This is an optimization exercise on Yosys and OpenROAD, whose aim is small area, a short achievable clock period and few clock cycles per item, not a production implementation.
At most, simulation tests tie the RTL to the original design; equivalence was not proved.

==> inputs of run G <==
// tanh
module tanh (
    input  clk,
    input  rst,
    input  [13:0] i_x,
    input  i_valid,
    output o_ready,
    output [13:0] o_fx,
    output o_valid,
    input  i_ready
);
Settings: LEC_CHECK=0, CAP_MARGIN=20, CORE_MARGIN=2, CORE_UTILIZATION=40, SETUP_SLACK_MARGIN=4.7, SLEW_MARGIN=20, SYNTH_HIERARCHICAL=1, SYNTH_MINIMUM_KEEP_SIZE=0; clock period 8.0 ns.
run.sh (not shown) runs the stock make flow with config.mk's settings and CLKGATE_MAP_FILE= SYNTH_SCRIPT=/design/flow/synth_recipe.tcl, a recipe that flattens the netlist after the stock synthesis.
==> inputs of run A, as changes to run G <==
CORE_UTILIZATION = 55   (was 40)
SETUP_SLACK_MARGIN = 4.6   (was 4.7)
==> inputs of run D, as changes to run G <==
SETUP_SLACK_MARGIN = 5   (was 4.7)
==> inputs of run K, as changes to run G <==
--- a/flow/design.v
+++ b/flow/design.v
@@ -11,63 +11,63 @@
 logic        adv;
 logic [13:0] x0;
 logic [1:0]  cnt;
 logic        ov_r;
 logic [13:0] e0, e1;
 logic [0:0] m1_hc;
-logic [17:0] m1_ha;
-logic [17:0] m1_hb;
+logic [13:0] m1_ha;
+logic [13:0] m1_hb;
 logic [13:0] x_s1;
 logic [13:0] q_s2;
 logic [13:0] x_s2;
 logic [4:0] d1_one;
 logic [3:0] d1_two;
 logic [3:0] d1_neg;
 logic [13:0] q_s3;
 logic [13:0] x_s3;
 logic [0:0] m2_hc;
-logic [17:0] m2_ha;
-logic [17:0] m2_hb;
+logic [13:0] m2_ha;
+logic [13:0] m2_hb;
 logic [13:0] x_s4;
 logic [13:0] q_s4;
 logic [5:0] d2_one;
 logic [4:0] d2_two;
 logic [4:0] d2_neg;
 logic [13:0] x_s5;
 logic [13:0] q_s5;
 logic [0:0] m3_hc;
-logic [17:0] m3_ha;
-logic [17:0] m3_hb;
+logic [13:0] m3_ha;
+logic [13:0] m3_hb;
 logic [13:0] x_s6;
 logic [13:0] q_s6;
 logic [5:0] d3_one;
 logic [5:0] d3_two;
 logic [4:0] d3_neg;
 logic [13:0] x_s7;
 logic [13:0] q_s7;
 logic [0:0] m4_hc;
-logic [17:0] m4_ha;
-logic [17:0] m4_hb;
+logic [13:0] m4_ha;
+logic [13:0] m4_hb;
 logic [13:0] x_s8;
 logic [13:0] q_s8;
 logic [6:0] d4_one;
 logic [6:0] d4_two;
 logic [5:0] d4_neg;
 logic [13:0] x_s9;
 logic [13:0] q_s9;
 logic [0:0] m5_hc;
-logic [17:0] m5_ha;
-logic [17:0] m5_hb;
+logic [13:0] m5_ha;
+logic [13:0] m5_hb;
 logic [13:0] x_s10;
 logic [14:0] r5p;
 logic [6:0] dx_one;
 logic [6:0] dx_two;
 logic [6:0] dx_neg;
 logic [0:0] m6_hc;
-logic [17:0] m6_ha;
-logic [17:0] m6_hb;
+logic [13:0] m6_ha;
+logic [13:0] m6_hb;
 logic v0, v1, v2, v3, v4, v5, v6, v7, v8, v9, v10, v11, v12;
 wire deliver = ov_r & i_ready;
 wire arrive  = adv & v12;
 wire [1:0] cnt_n = cnt + {1'b0, arrive} - {1'b0, deliver};
 wire m1_pp_1 = x0[0] & x0[1];
 wire m1_pp_2 = x0[0] & x0[2];
@@ -290,15 +290,15 @@
 wire m1_s_156, m1_c_156;
 tanh_fa m1_fa_156 (.a(m1_pp_85), .b(m1_pp_87), .c(m1_c_136), .s(m1_s_156), .co(m1_c_156));
 wire m1_s_157, m1_c_157;
 tanh_fa m1_fa_157 (.a(m1_pp_88), .b(m1_pp_89), .c(x0[12]), .s(m1_s_157), .co(m1_c_157));
 wire [25:0] m1_ra = {m1_pp_90, m1_s_157, m1_s_156, m1_s_155, m1_s_154, m1_s_153, m1_s_152, m1_s_151, m1_s_150, m1_s_149, m1_s_148, m1_s_147, m1_s_146, m1_s_145, m1_s_144, m1_s_143, m1_s_142, m1_s_141, m1_s_140, m1_s_139, m1_s_138, m1_s_137, m1_pp_2, m1_pp_1, 1'b0, x0[0]};
 wire [25:0] m1_rb = {m1_c_157, m1_c_156, m1_c_155, m1_c_154, m1_c_153, m1_c_152, m1_c_151, m1_c_150, m1_c_149, m1_c_148, m1_c_147, m1_c_146, m1_c_145, m1_c_144, m1_c_143, m1_c_142, m1_c_141, m1_c_140, m1_c_139, m1_c_138, m1_c_137, x0[2], 1'b0, x0[1], 1'b0, 1'b0};
-wire [8:0] m1_lo = m1_ra[7:0] + m1_rb[7:0];
-wire [17:0] m1_full = m1_ha + m1_hb + {17'd0, m1_hc};
-wire [13:0] m1_sum = m1_full[17:4];
+wire [12:0] m1_lo = m1_ra[11:0] + m1_rb[11:0];
+wire [13:0] m1_full = m1_ha + m1_hb + {13'd0, m1_hc};
+wire [13:0] m1_sum = m1_full[13:0];
 wire m2a_pp_158 = ~(q_s2[0]);
 wire m2a_pp_159 = ~(q_s2[1]);
 wire m2a_pp_160 = ~(q_s2[2]);
 wire m2a_pp_161 = ~(q_s2[3]);
 wire m2a_pp_162 = ~(q_s2[4]);
 wire m2a_pp_163 = ~(q_s2[5]);
@@ -515,15 +515,15 @@
 wire m2_s_313 = ~(m2_s_292 ^ m2_c_291);
 wire m2_c_314 = m2_s_292 | m2_c_291;
 wire m2_s_315 = ~(m2_pp_257 ^ m2_c_292);
 wire m2_c_316 = m2_pp_257 | m2_c_292;
 wire [25:0] m2_ra = {1'b1, 1'b1, 1'b1, m2_c_316, m2_s_315, m2_s_313, m2_s_311, m2_s_309, m2_s_308, m2_s_307, m2_s_306, m2_s_305, m2_s_304, m2_s_303, m2_s_302, m2_s_301, m2_s_300, m2_s_299, m2_s_298, m2_s_297, m2_s_296, m2_s_295, m2_s_294, m2_s_293, m2_pp_185, m2_pp_184};
 wire [25:0] m2_rb = {1'b0, 1'b0, 1'b0, 1'b0, m2_c_314, m2_c_312, m2_c_310, m2_c_308, m2_c_307, m2_c_306, m2_c_305, m2_c_304, m2_c_303, m2_c_302, m2_c_301, m2_c_300, m2_c_299, m2_c_298, m2_c_297, m2_c_296, m2_c_295, m2_c_294, m2_c_293, d1_neg[1], 1'b0, d1_neg[0]};
-wire [8:0] m2_lo = m2_ra[7:0] + m2_rb[7:0];
-wire [17:0] m2_full = m2_ha + m2_hb + {17'd0, m2_hc};
-wire [13:0] m2_sum = m2_full[17:4];
+wire [12:0] m2_lo = m2_ra[11:0] + m2_rb[11:0];
+wire [13:0] m2_full = m2_ha + m2_hb + {13'd0, m2_hc};
+wire [13:0] m2_sum = m2_full[13:0];
 wire [9:0] m2_r = m2_sum[9:0];
 wire [5:0] d2_one_w = {~m2_r[9], (m2_r[8] ^ m2_r[7]), (m2_r[6] ^ m2_r[5]), (m2_r[4] ^ m2_r[3]), (m2_r[2] ^ m2_r[1]), m2_r[0]};
 wire [4:0] d2_two_w = {((m2_r[9] & (~m2_r[8] & ~m2_r[7])) | (~m2_r[9] & (m2_r[8] & m2_r[7]))), ((m2_r[7] & (~m2_r[6] & ~m2_r[5])) | (~m2_r[7] & (m2_r[6] & m2_r[5]))), ((m2_r[5] & (~m2_r[4] & ~m2_r[3])) | (~m2_r[5] & (m2_r[4] & m2_r[3]))), ((m2_r[3] & (~m2_r[2] & ~m2_r[1])) | (~m2_r[3] & (m2_r[2] & m2_r[1]))), (m2_r[1] & ~m2_r[0])};
 wire [4:0] d2_neg_w = {m2_r[9], m2_r[7], m2_r[5], m2_r[3], m2_r[1]};
 wire m3_pp_317 = ((d2_one[0] & q_s5[0]) ^ d2_neg[0]);
 wire m3_pp_318 = (((d2_one[0] & q_s5[1]) | (d2_two[0] & q_s5[0])) ^ d2_neg[0]);
@@ -747,15 +747,15 @@
 wire m3_s_477, m3_c_477;
 tanh_fa m3_fa_477 (.a(m3_pp_390), .b(m3_pp_403), .c(m3_c_457), .s(m3_s_477), .co(m3_c_477));
 wire m3_s_478 = ~(m3_pp_391 ^ m3_pp_404);
 wire m3_c_479 = m3_pp_391 | m3_pp_404;
 wire [25:0] m3_ra = {1'b1, 1'b1, m3_pp_405, m3_s_478, m3_s_477, m3_s_476, m3_s_475, m3_s_474, m3_s_473, m3_s_472, m3_s_471, m3_s_470, m3_s_469, m3_s_468, m3_s_467, m3_s_466, m3_s_465, m3_s_464, m3_s_463, m3_s_462, m3_s_461, m3_s_460, m3_s_459, m3_s_458, m3_pp_318, m3_pp_317};
 wire [25:0] m3_rb = {1'b0, 1'b0, m3_c_479, m3_c_477, m3_c_476, m3_c_475, m3_c_474, m3_c_473, m3_c_472, m3_c_471, m3_c_470, m3_c_469, m3_c_468, m3_c_467, m3_c_466, m3_c_465, m3_c_464, m3_c_463, m3_c_462, m3_c_461, m3_c_460, m3_c_459, m3_c_458, d2_neg[1], 1'b0, d2_neg[0]};
-wire [8:0] m3_lo = m3_ra[7:0] + m3_rb[7:0];
-wire [17:0] m3_full = m3_ha + m3_hb + {17'd0, m3_hc};
-wire [13:0] m3_sum = m3_full[17:4];
+wire [12:0] m3_lo = m3_ra[11:0] + m3_rb[11:0];
+wire [13:0] m3_full = m3_ha + m3_hb + {13'd0, m3_hc};
+wire [13:0] m3_sum = m3_full[13:0];
 wire [10:0] m3_r = m3_sum[10:0];
 wire [5:0] d3_one_w = {(m3_r[10] ^ m3_r[9]), (m3_r[8] ^ m3_r[7]), (m3_r[6] ^ m3_r[5]), (m3_r[4] ^ m3_r[3]), (m3_r[2] ^ m3_r[1]), m3_r[0]};
 wire [5:0] d3_two_w = {(m3_r[10] & m3_r[9]), ((m3_r[9] & (~m3_r[8] & ~m3_r[7])) | (~m3_r[9] & (m3_r[8] & m3_r[7]))), ((m3_r[7] & (~m3_r[6] & ~m3_r[5])) | (~m3_r[7] & (m3_r[6] & m3_r[5]))), ((m3_r[5] & (~m3_r[4] & ~m3_r[3])) | (~m3_r[5] & (m3_r[4] & m3_r[3]))), ((m3_r[3] & (~m3_r[2] & ~m3_r[1])) | (~m3_r[3] & (m3_r[2] & m3_r[1]))), (m3_r[1] & ~m3_r[0])};
 wire [4:0] d3_neg_w = {m3_r[9], m3_r[7], m3_r[5], m3_r[3], m3_r[1]};
 wire m4_pp_480 = ((d3_one[0] & q_s7[0]) ^ d3_neg[0]);
 wire m4_pp_481 = (((d3_one[0] & q_s7[1]) | (d3_two[0] & q_s7[0])) ^ d3_neg[0]);
@@ -972,15 +972,15 @@
 wire m4_s_637, m4_c_637;
 tanh_fa m4_fa_637 (.a(m4_pp_553), .b(m4_pp_566), .c(m4_c_616), .s(m4_s_637), .co(m4_c_637));
 wire m4_s_638 = ~(m4_pp_554 ^ m4_pp_567);
 wire m4_c_639 = m4_pp_554 | m4_pp_567;
 wire [25:0] m4_ra = {1'b1, m4_pp_569, m4_pp_568, m4_s_638, m4_s_637, m4_s_635, m4_s_634, m4_s_633, m4_s_632, m4_s_631, m4_s_630, m4_s_629, m4_s_628, m4_s_627, m4_s_626, m4_s_625, m4_s_624, m4_s_623, m4_s_622, m4_s_621, m4_s_620, m4_s_619, m4_s_618, m4_s_617, m4_pp_481, m4_pp_480};
 wire [25:0] m4_rb = {1'b0, 1'b0, m4_c_639, m4_c_637, m4_c_636, m4_c_634, m4_c_633, m4_c_632, m4_c_631, m4_c_630, m4_c_629, m4_c_628, m4_c_627, m4_c_626, m4_c_625, m4_c_624, m4_c_623, m4_c_622, m4_c_621, m4_c_620, m4_c_619, m4_c_618, m4_c_617, d3_neg[1], 1'b0, d3_neg[0]};
-wire [8:0] m4_lo = m4_ra[7:0] + m4_rb[7:0];
-wire [17:0] m4_full = m4_ha + m4_hb + {17'd0, m4_hc};
-wire [13:0] m4_sum = m4_full[17:4];
+wire [12:0] m4_lo = m4_ra[11:0] + m4_rb[11:0];
+wire [13:0] m4_full = m4_ha + m4_hb + {13'd0, m4_hc};
+wire [13:0] m4_sum = m4_full[13:0];
 wire [12:0] m4_r = m4_sum[12:0];
 wire [6:0] d4_one_w = {(m4_r[12] ^ m4_r[11]), (m4_r[10] ^ m4_r[9]), (m4_r[8] ^ m4_r[7]), (m4_r[6] ^ m4_r[5]), (m4_r[4] ^ m4_r[3]), (m4_r[2] ^ m4_r[1]), m4_r[0]};
 wire [6:0] d4_two_w = {(~m4_r[12] & ~m4_r[11]), ((m4_r[11] & (~m4_r[10] & ~m4_r[9])) | (~m4_r[11] & (m4_r[10] & m4_r[9]))), ((m4_r[9] & (~m4_r[8] & ~m4_r[7])) | (~m4_r[9] & (m4_r[8] & m4_r[7]))), ((m4_r[7] & (~m4_r[6] & ~m4_r[5])) | (~m4_r[7] & (m4_r[6] & m4_r[5]))), ((m4_r[5] & (~m4_r[4] & ~m4_r[3])) | (~m4_r[5] & (m4_r[4] & m4_r[3]))), ((m4_r[3] & (~m4_r[2] & ~m4_r[1])) | (~m4_r[3] & (m4_r[2] & m4_r[1]))), (m4_r[1] & ~m4_r[0])};
 wire [5:0] d4_neg_w = {m4_r[11], m4_r[9], m4_r[7], m4_r[5], m4_r[3], m4_r[1]};
 wire m5_pp_640 = ((d4_one[0] & q_s9[0]) ^ d4_neg[0]);
 wire m5_pp_641 = (((d4_one[0] & q_s9[1]) | (d4_two[0] & q_s9[0])) ^ d4_neg[0]);
@@ -1251,15 +1251,15 @@
 wire m5_c_831 = m5_s_808 | m5_c_807;
 wire m5_s_832, m5_c_832;
 tanh_fa m5_fa_832 (.a(m5_pp_729), .b(m5_pp_742), .c(m5_c_808), .s(m5_s_832), .co(m5_c_832));
 wire m5_s_833 = ~m5_pp_743;
 wire [25:0] m5_ra = {m5_s_833, m5_s_832, m5_s_830, m5_s_829, m5_s_828, m5_s_827, m5_s_826, m5_s_825, m5_s_824, m5_s_823, m5_s_822, m5_s_821, m5_s_820, m5_s_819, m5_s_818, m5_s_817, m5_s_816, m5_s_815, m5_s_814, m5_s_813, m5_s_812, m5_s_811, m5_s_810, m5_s_809, m5_pp_641, m5_pp_640};
 wire [25:0] m5_rb = {m5_c_832, m5_c_831, m5_c_829, m5_c_828, m5_c_827, m5_c_826, m5_c_825, m5_c_824, m5_c_823, m5_c_822, m5_c_821, m5_c_820, m5_c_819, m5_c_818, m5_c_817, m5_c_816, m5_c_815, m5_c_814, m5_c_813, m5_c_812, m5_c_811, m5_c_810, m5_c_809, d4_neg[1], 1'b0, d4_neg[0]};
-wire [8:0] m5_lo = m5_ra[7:0] + m5_rb[7:0];
-wire [17:0] m5_full = m5_ha + m5_hb + {17'd0, m5_hc};
-wire [13:0] m5_sum = m5_full[17:4];
+wire [12:0] m5_lo = m5_ra[11:0] + m5_rb[11:0];
+wire [13:0] m5_full = m5_ha + m5_hb + {13'd0, m5_hc};
+wire [13:0] m5_sum = m5_full[13:0];
 wire [13:0] m5_r = m5_sum[13:0];
 wire [14:0] r5p_w = {m5_r[13], m5_r} + 15'd4096;
 wire [6:0] dx_one_w = {(x_s10[12] ^ x_s10[11]), (x_s10[10] ^ x_s10[9]), (x_s10[8] ^ x_s10[7]), (x_s10[6] ^ x_s10[5]), (x_s10[4] ^ x_s10[3]), (x_s10[2] ^ x_s10[1]), x_s10[0]};
 wire [6:0] dx_two_w = {((x_s10[13] & (~x_s10[12] & ~x_s10[11])) | (~x_s10[13] & (x_s10[12] & x_s10[11]))), ((x_s10[11] & (~x_s10[10] & ~x_s10[9])) | (~x_s10[11] & (x_s10[10] & x_s10[9]))), ((x_s10[9] & (~x_s10[8] & ~x_s10[7])) | (~x_s10[9] & (x_s10[8] & x_s10[7]))), ((x_s10[7] & (~x_s10[6] & ~x_s10[5])) | (~x_s10[7] & (x_s10[6] & x_s10[5]))), ((x_s10[5] & (~x_s10[4] & ~x_s10[3])) | (~x_s10[5] & (x_s10[4] & x_s10[3]))), ((x_s10[3] & (~x_s10[2] & ~x_s10[1])) | (~x_s10[3] & (x_s10[2] & x_s10[1]))), (x_s10[1] & ~x_s10[0])};
 wire [6:0] dx_neg_w = {x_s10[13], x_s10[11], x_s10[9], x_s10[7], x_s10[5], x_s10[3], x_s10[1]};
 wire m6_pp_834 = ((dx_one[0] & r5p[0]) ^ dx_neg[0]);
@@ -1548,15 +1548,15 @@
 wire m6_s_1035 = ~(m6_s_1012 ^ m6_c_1011);
 wire m6_c_1036 = m6_s_1012 | m6_c_1011;
 wire m6_s_1037, m6_c_1037;
 tanh_fa m6_fa_1037 (.a(m6_pp_929), .b(m6_pp_943), .c(m6_c_1012), .s(m6_s_1037), .co(m6_c_1037));
 wire [25:0] m6_ra = {m6_s_1037, m6_s_1035, m6_s_1034, m6_s_1033, m6_s_1032, m6_s_1031, m6_s_1030, m6_s_1029, m6_s_1028, m6_s_1027, m6_s_1026, m6_s_1025, m6_s_1024, m6_s_1023, m6_s_1022, m6_s_1021, m6_s_1020, m6_s_1019, m6_s_1018, m6_s_1017, m6_s_1016, m6_s_1015, m6_s_1014, m6_s_1013, m6_pp_835, m6_pp_834};
 wire [25:0] m6_rb = {m6_c_1036, m6_c_1034, m6_c_1033, m6_c_1032, m6_c_1031, m6_c_1030, m6_c_1029, m6_c_1028, m6_c_1027, m6_c_1026, m6_c_1025, m6_c_1024, m6_c_1023, m6_c_1022, m6_c_1021, m6_c_1020, m6_c_1019, m6_c_1018, m6_c_1017, m6_c_1016, m6_c_1015, m6_c_1014, m6_c_1013, dx_neg[1], 1'b0, dx_neg[0]};
-wire [8:0] m6_lo = m6_ra[7:0] + m6_rb[7:0];
-wire [17:0] m6_full = m6_ha + m6_hb + {17'd0, m6_hc};
-wire [13:0] m6_sum = m6_full[17:4];
+wire [12:0] m6_lo = m6_ra[11:0] + m6_rb[11:0];
+wire [13:0] m6_full = m6_ha + m6_hb + {13'd0, m6_hc};
+wire [13:0] m6_sum = m6_full[13:0];
 wire [13:0] fres = m6_sum;
 always_ff @(posedge clk) begin
     if (rst) begin
         adv    <= 1'b1;
         cnt    <= 2'd0;
         ov_r   <= 1'b0;
@@ -1571,64 +1571,64 @@
         end
     end
 end
 always_ff @(posedge clk) begin
     if (adv) begin
         x0 <= i_x;
-        m1_hc <= m1_lo[8:8];
-        m1_ha <= m1_ra[25:8];
-        m1_hb <= m1_rb[25:8];
+        m1_hc <= m1_lo[12:12];
+        m1_ha <= m1_ra[25:12];
+        m1_hb <= m1_rb[25:12];
         x_s1 <= x0;
         q_s2 <= m1_sum;
         x_s2 <= x_s1;
         d1_one <= d1_one_w;
         d1_two <= d1_two_w;
         d1_neg <= d1_neg_w;
         q_s3 <= q_s2;
         x_s3 <= x_s2;
-        m2_hc <= m2_lo[8:8];
-        m2_ha <= m2_ra[25:8];
-        m2_hb <= m2_rb[25:8];
+        m2_hc <= m2_lo[12:12];
+        m2_ha <= m2_ra[25:12];
+        m2_hb <= m2_rb[25:12];
         x_s4 <= x_s3;
         q_s4 <= q_s3;
         d2_one <= d2_one_w;
         d2_two <= d2_two_w;
         d2_neg <= d2_neg_w;
         x_s5 <= x_s4;
         q_s5 <= q_s4;
-        m3_hc <= m3_lo[8:8];
-        m3_ha <= m3_ra[25:8];
-        m3_hb <= m3_rb[25:8];
+        m3_hc <= m3_lo[12:12];
+        m3_ha <= m3_ra[25:12];
+        m3_hb <= m3_rb[25:12];
         x_s6 <= x_s5;
         q_s6 <= q_s5;
         d3_one <= d3_one_w;
         d3_two <= d3_two_w;
         d3_neg <= d3_neg_w;
         x_s7 <= x_s6;
         q_s7 <= q_s6;
-        m4_hc <= m4_lo[8:8];
-        m4_ha <= m4_ra[25:8];
-        m4_hb <= m4_rb[25:8];
+        m4_hc <= m4_lo[12:12];
+        m4_ha <= m4_ra[25:12];
+        m4_hb <= m4_rb[25:12];
         x_s8 <= x_s7;
         q_s8 <= q_s7;
         d4_one <= d4_one_w;
         d4_two <= d4_two_w;
         d4_neg <= d4_neg_w;
         x_s9 <= x_s8;
         q_s9 <= q_s8;
-        m5_hc <= m5_lo[8:8];
-        m5_ha <= m5_ra[25:8];
-        m5_hb <= m5_rb[25:8];
+        m5_hc <= m5_lo[12:12];
+        m5_ha <= m5_ra[25:12];
+        m5_hb <= m5_rb[25:12];
         x_s10 <= x_s9;
         r5p <= r5p_w;
         dx_one <= dx_one_w;
         dx_two <= dx_two_w;
         dx_neg <= dx_neg_w;
-        m6_hc <= m6_lo[8:8];
-        m6_ha <= m6_ra[25:8];
-        m6_hb <= m6_rb[25:8];
+        m6_hc <= m6_lo[12:12];
+        m6_ha <= m6_ra[25:12];
+        m6_hb <= m6_rb[25:12];
     end
 end
 always_ff @(posedge clk) begin
     if ((arrive && (cnt == 2'd0 || (cnt == 2'd1 && deliver))))
         e0 <= fres;
     else if (deliver && cnt == 2'd2)
SETUP_SLACK_MARGIN = 4.5   (was 4.7)
==> summary of the runs <==
- The lowest non-clock buffer count belongs to run A, the highest to run D.
- Run K finished with timing, DRC and antenna clean. Run D completed without violations. Run G produced a clean layout. Run A finished with timing, DRC and antenna clean.
- Of run K and run D, run D has the higher sequential cell count (gap 48).
- The lowest first-iteration DRC count belongs to run K, the highest to run A.
- Utilization: run K is lower than run A (16 points).
- Sequential share of layout area, lowest first: run K, run D, run G, run A.
==> figures <==
metric	run A	run G	run D	run K
Met3 Usage GRT	0.0338	0.0272	0.0215	0.0228
Global-route wire length before repair	137 mm	136 mm	138 mm	134 mm
Top cell by count, worst path	ha_1	fa_1	-	fa_1
Number of instances resized during post-cts repair	5	6	130	19
Outcome	complete, no violations	complete, no violations	complete, no violations	complete, no violations
Cells after synthesis	3,084	3,084	3,084	3,085
Non-filler cells, final	4,276	4,699	4,805	4,652
Met2 WL	44.7 mm	41.6 mm	42.7 mm	39.1 mm
Worst reg2reg endpoint	d1_two[3]	m6_ha[7]	m5_ha[4]	m6_hc
Final area over synthesized area	1.139x	1.156x	1.214x	1.172x
Die width	276 µm	323 µm	323 µm	318 µm
Final layout net count	3,898	3,918	4,035	3,953
Non-clock inverter instance count of the final layout	177	177	177	216
Testbench counts of run G, summed over its fixed seeds: cycles 16,112, items 16,000.
Testbench counts of run A, summed over its fixed seeds: cycles 16,112, items 16,000.
Testbench counts of run D, summed over its fixed seeds: cycles 16,112, items 16,000.
Only the layout flow was run in run K; the RTL was not checked for function there.

[what the ideal ports hide]
Ports are ideal in the flow. The routed layouts listed here were re-timed in OpenROAD.
Step 1 assumes that a clkbuf_16 drives the clock port and a buf_2 every other input.
Step 2, shift: input delay + t, output delay - t, t = (earliest + latest rising clock arrival at the registers) / 2. This alone moves slack from input paths to output paths.
Three values: ideal, step 1, step 2; two values: the first two.
| run | t, ns | setup WS [ns] | hold slack, ns | clock arrival spread, ns |
|---|---|---|---|---|
| run G | 0.670 | 4.716 / 4.716 / 4.238 | 0.411 / 0.411 / 0.411 | 0.033 / 0.032 |
| run A | 0.657 | 4.678 / 4.667 / 4.193 | 0.413 / 0.413 / 0.413 | 0.015 / 0.015 |
| run D | 0.674 | 4.763 / 4.763 / 4.546 | 0.414 / 0.414 / 0.414 | 0.024 / 0.024 |
| run K | 0.716 | 4.332 / 4.332 / 4.291 | 0.413 / 0.413 / 0.413 | 0.037 / 0.037 |
After both steps every run listed still meets setup and hold. For run A, which loses most, drivers alone change the setup slack by -0.011 ns; drivers and shift together by -0.485 ns.
